This is an optimization exercise on Yosys and OpenROAD, whose aim is small area, not a production implementation. RTL that was checked went through simulation tests only; none was proved equivalent to the original. No activity file was given, so power comes from the tool's default toggle rates.

## top_module
module top_module (
    input clk,
    input rst,
    output [15:0] imem_addr,
    input  [15:0] imem_data,
    output dmem_we,
    output dmem_re,
    output [15:0] dmem_addr,
    output [15:0] dmem_wdata,
    input  [15:0] dmem_rdata
);
For scale: about 840 cells after synthesis, about 84 I/O pins, roughly 0.0083 mm² of cells after synthesis.
==> flow/config.mk <==
export PLATFORM = sky130hd
export DESIGN_NAME = top_module
export DESIGN_NICKNAME = top_module
export VERILOG_FILES = /design/flow/design.v
export SDC_FILE = /design/flow/constraint.sdc
export NUM_CORES = 4
export LEC_CHECK = 0
export CAP_MARGIN = 20
export CORE_MARGIN = 2
export CORE_UTILIZATION = 40
export CTS_BUF_LIST = sky130_fd_sc_hd__clkbuf_4 sky130_fd_sc_hd__clkbuf_8
export CTS_CLUSTER_SIZE = 8
export GPL_TIMING_DRIVEN = 0
export PLACE_DENSITY = 0.6
export SLEW_MARGIN = 20
export SYNTH_HIERARCHICAL = 1
==> flow/constraint.sdc <==
create_clock -name core_clock -period 6.5 [get_ports {clk}]
set_input_delay 1.3000 -clock core_clock [delete_from_list [all_inputs] [get_ports {clk}]]
set_output_delay 1.3000 -clock core_clock [all_outputs]
set_load 0.01 [all_outputs]
standard.sh (not shown) runs the stock make flow with config.mk's settings and CLKGATE_MAP_FILE= SYNTH_SCRIPT=/design/flow/synth_recipe.tcl, a recipe that flattens the netlist after the stock synthesis.
==> flow/flow/run.sh <==
#!/bin/bash
# The standard layout (standard.sh) with three changes:
#  - synthesis: no full-adder extraction or Kogge-Stone adders, and the final
#    ABC mapping is for area (flow/area.abc) except for the modules in
#    SPEED_MODULES, which keep ORFS's own ABC script. Every step before ABC,
#    and so every register and its cell type, is the standard synthesis's;
#  - every port still gets a buffer, but a sky130_fd_sc_hd__buf_1.
# Output of the make run: flow_make.log (ORFS's own logs under orfs/logs).
set -euo pipefail
HERE=$(pwd)
sed "s#SYNTH_SCRIPT=[^ ]*#SYNTH_SCRIPT=$HERE/flow/synth_area.tcl ADDER_MAP_FILE= SYNTH_OPERATIONS_ARGS=-noshare#" standard.sh > standard_area.sh
export AREA_ABC_SCRIPT=$HERE/flow/area.abc
export SPEED_MODULES=""
export BUFFER_PORTS_ARGS="-buffer_cell sky130_fd_sc_hd__buf_1"
bash standard_area.sh "$@" > flow_make.log 2>&1
==> flow/flow/area.abc <==
strash
dch
amap
==> flow/flow/synth_area.tcl <==
# synth_recipe.tcl with the final abc call split: ORFS's script for the
# modules in SPEED_MODULES, then the area script for everything left.
proc synth {args} { yosys synth -nofsm -noshare {*}$args }
proc abc {args} {
  foreach m $::env(SPEED_MODULES) {
    yosys abc {*}$args $m
  }
  set i [lsearch -exact $args -script]
  if { $i >= 0 } { lset args [expr { $i + 1 }] $::env(AREA_ABC_SCRIPT) }
  yosys abc {*}$args
}
source $::env(SCRIPTS_DIR)/synth.tcl
# left out here: clear keep_hierarchy, flatten, clean up, hide names made inside functions, write 1_2_yosys.v
Then changed:
==> flow/flow/area.abc (replaced) <==
strash
dch
amap
topo
upsize -D 4500
dnsize -D 4500
--- a/flow/config.mk
+++ b/flow/config.mk
@@ -11,2 +11 @@
-export CTS_BUF_LIST = sky130_fd_sc_hd__clkbuf_4 sky130_fd_sc_hd__clkbuf_8
-export CTS_CLUSTER_SIZE = 8
+export CTS_BUF_LIST = sky130_fd_sc_hd__clkbuf_8
@@ -16 +14,0 @@
-export SYNTH_HIERARCHICAL = 1
What happened:
- The new run completed and failed the layout checks on negative setup slack
- global-route usage grows by 2.7 points
- synthesized area is higher by about 5.4%
- worst hold slack improved by 0.044 ns
- power rose by about 19%
- synthesized cell count rises by 13%
- clock power goes up by about 1%
- via count came out higher by about 9%
- utilization is higher by 2.1 points
Then changed:
--- a/flow/config.mk
+++ b/flow/config.mk
@@ -14,0 +15 @@
+export SYNTH_HIERARCHICAL = 1
Effect: Now the flow passed the timing, design-rule and antenna checks; total power is lower by 15%; area after synthesis fell by 5.1%; sequential share of layout area rose by 2.9 points; core utilization goes down by 2.0 points.
Then changed:
==> flow/flow/area.abc (replaced) <==
strash
dch
amap
Non-clock buffer count fell by 3.
Routed wire length decreases by 1.3%.
Final cell count is about the same.
Cell area is about the same.
Then changed:
--- a/flow/config.mk
+++ b/flow/config.mk
@@ -10 +10 @@
-export CORE_UTILIZATION = 40
+export CORE_UTILIZATION = 55
@@ -13 +13 @@
-export PLACE_DENSITY = 0.6
+export PLACE_DENSITY = 0.7
=>
- The new run finished but failed the layout checks on negative setup slack
- die area shrinks by 27%
- wire length grows by 14%
- sequential share of layout area grows by 0.77 points

* * *

run 5:
top_module, a different RTL version from the one above (not shown whole).
For scale: about 84 I/O pins.
export LEC_CHECK = 0
export CAP_MARGIN = 20
export CORE_MARGIN = 2
export CORE_UTILIZATION = 40
export CTS_BUF_LIST = sky130_fd_sc_hd__clkbuf_8
export GPL_TIMING_DRIVEN = 0
export PLACE_DENSITY = 0.6
export SLEW_MARGIN = 20
export SYNTH_HIERARCHICAL = 1
create_clock -name core_clock -period 6.5 [get_ports {clk}]
==> flow/flow/area.abc <==
strash
dch
amap
Scripts as last shown in full above: flow/flow/run.sh, flow/flow/synth_area.tcl
Ran to the end and failed final checks on negative setup slack: run 5.
Edits applied to the flow inputs when going from run 5 to run 2:
==> flow/flow/area.abc <==
strash
dch
amap
topo
upsize -D 4500
dnsize -D 4500
==> notes.md <==
- Every stage of the flow completed for run 2, and the final layout passed the timing, design-rule and antenna checks.
- STATUS run=run 5 STAGES=ALL_DONE FINAL_CHECKS=FAILED CAUSE=negative setup slack
- When the final numbers for run 5 and run 2 were put side by side, the met3 wire length turned out to be smaller in run 5.
- On final hold slack, run 5 and run 2 are neck and neck.
- Final area (lower): run 2
No functional check of the RTL was part of any run of this note.

* * *

top_module, a different RTL version from the one above (not shown whole).
Size: about 900 cells after synthesis, ~140 flip-flops, roughly 84 I/O pins.
Settings: LEC_CHECK=0, CAP_MARGIN=20, CORE_MARGIN=2, CORE_UTILIZATION=40, GPL_TIMING_DRIVEN=0, PLACE_DENSITY=0.6, SLEW_MARGIN=20, SYNTH_HIERARCHICAL=1; clock period 6.5 ns.
==> flow/flow/run.sh <==
#!/bin/bash
# The standard layout (standard.sh) with these changes:
#  - synthesis (flow/synth_area.tcl): no full-adder extraction or Kogge-Stone
#    adders, and the final ABC mapping is for area: flow/area.abc, or the
#    script ABC_MODULE_SCRIPTS names for a module. Every step before ABC, and
#    so every register and its cell type, is the standard synthesis's;
#  - every port still gets a buffer, but a sky130_fd_sc_hd__buf_1.
#  - clock tree synthesis without dummy loads (CTS_ARGS below).
# Output of the make run: flow_make.log (ORFS's own logs under orfs/logs).
set -euo pipefail
HERE=$(pwd)
sed "s#SYNTH_SCRIPT=[^ ]*#SYNTH_SCRIPT=$HERE/flow/synth_area.tcl ADDER_MAP_FILE= SYNTH_OPERATIONS_ARGS=-noshare#" standard.sh > standard_area.sh
export AREA_ABC_SCRIPT=$HERE/flow/area.abc
export ABC_MODULE_SCRIPTS="ALU_RESULT:$HERE/flow/nfa.abc RD_PORT:$HERE/flow/amap2.abc"
export BUFFER_PORTS_ARGS="-buffer_cell sky130_fd_sc_hd__buf_1"
export CTS_ARGS="-sink_clustering_enable -repair_clock_nets -dont_use_dummy_load -buf_list sky130_fd_sc_hd__clkbuf_8"
bash standard_area.sh "$@" > flow_make.log 2>&1
==> flow/flow/amap2.abc <==
strash
ifraig
scorr
dc2
dch -f
amap
==> flow/flow/area.abc <==
strash
dch
amap
==> flow/flow/nfa.abc <==
&get -n
&st
&dch
&nf -a -R 1000
&put
==> flow/flow/synth_area.tcl <==
# synth_recipe.tcl with the final abc call replaced: each module listed in
# ABC_MODULE_SCRIPTS (module:script pairs) is mapped with its own script,
# then everything left with AREA_ABC_SCRIPT.
proc synth {args} { yosys synth -nofsm -noshare {*}$args }
proc abc_with_script {script argv sel} {
  set i [lsearch -exact $argv -script]
  if { $i >= 0 } { lset argv [expr { $i + 1 }] $script }
  yosys abc {*}$argv {*}$sel
}
proc abc {args} {
  if { [info exists ::env(ABC_MODULE_SCRIPTS)] } {
    foreach pair $::env(ABC_MODULE_SCRIPTS) {
      lassign [split $pair :] m s
      abc_with_script $s $args [list $m]
    }
  }
  abc_with_script $::env(AREA_ABC_SCRIPT) $args {}
}
source $::env(SCRIPTS_DIR)/synth.tcl
# left out here: clear keep_hierarchy, flatten, clean up, hide names made inside functions, write 1_2_yosys.v
Change:
==> flow/flow/run.sh (replaced) <==
#!/bin/bash
# The standard layout (standard.sh) with two changes:
#  - synthesis (flow/synth_area.tcl): no full-adder extraction or Kogge-Stone
#    adders, and the final ABC mapping is for area: flow/area.abc, or the
#    script ABC_MODULE_SCRIPTS names for a module. Every step before ABC, and
#    so every register and its cell type, is the standard synthesis's;
#  - every port still gets a buffer, but a sky130_fd_sc_hd__buf_1.
# Output of the make run: flow_make.log (ORFS's own logs under orfs/logs).
set -euo pipefail
HERE=$(pwd)
sed "s#SYNTH_SCRIPT=[^ ]*#SYNTH_SCRIPT=$HERE/flow/synth_area.tcl ADDER_MAP_FILE= SYNTH_OPERATIONS_ARGS=-noshare#" standard.sh > standard_area.sh
export AREA_ABC_SCRIPT=$HERE/flow/area.abc
export ABC_MODULE_SCRIPTS="ALU_RESULT:$HERE/flow/nfa.abc RD_PORT:$HERE/flow/amap2.abc"
export BUFFER_PORTS_ARGS="-buffer_cell sky130_fd_sc_hd__buf_1"
bash standard_area.sh "$@" > flow_make.log 2>&1
CTS_BUF_LIST = sky130_fd_sc_hd__clkbuf_8   (was not set)
What happened: The changed run went through all stages and came out clean. Worst setup slack gets worse by 0.037 ns. Synthesized cell count does not change. Sequential power hardly moves. Register-to-register slack got worse by 0.07 ns. Critical path depth drops by 2. Combinational power hardly moves.

separate check: timing with driven ports:
How much do the figures lean on ideal ports? The routed layouts below were timed once more, with nothing changed but the port constraints.
Step 1 (the two cells are an assumption about what drives the block):
set clk [get_ports {clk}]
set_driving_cell -lib_cell sky130_fd_sc_hd__clkbuf_16 $clk
set_driving_cell -lib_cell sky130_fd_sc_hd__buf_2 [delete_from_list [all_inputs] $clk]
Step 2 adds t to the input delays and takes it off the output delays; t is the mean of the earliest and latest rising clock arrival at the registers after step 1. Input paths then give back, and output paths get back, about the clock's delay inside the block.
Three values: ideal, step 1, step 2; two values: the first two.
run	t (ns)	setup WS [ns]	worst setup path at the end	latest minus earliest clock arrival (ns)	worst data-port slew with drivers (ns)
the first run of note 1	0.493	0.141 / 0.114 / -0.194	input to register	0.020 / 0.020	0.05
the second run of note 1	0.501	-0.189 / -0.226 / -0.549	input to register	0.021 / 0.022	0.10
the third run of note 1	0.502	0.130 / 0.106 / -0.309	input to register	0.019 / 0.019	0.05
the fourth run of note 1	0.490	0.141 / 0.119 / -0.191	input to register	0.022 / 0.022	0.05
the fifth run of note 1	0.509	-0.074 / -0.101 / -0.294	input to register	0.020 / 0.020	0.04
run 5	0.495	-0.044 / -0.075 / -0.307	input to register	0.020 / 0.020	0.05
run 2	0.497	0.116 / 0.093 / -0.168	input to register	0.023 / 0.022	0.05
the first run of note 3	0.482	0.175 / 0.141 / -0.187	input to register	0.026 / 0.027	0.05
the second run of note 3	0.498	0.138 / 0.091 / -0.246	input to register	0.029 / 0.028	0.05
With both steps, setup timing fails in 6 of these runs, where it was met with ideal ports. The setup slack of the third run of note 1, which loses most, moves by -0.024 ns with the drivers and by -0.439 ns with both steps.
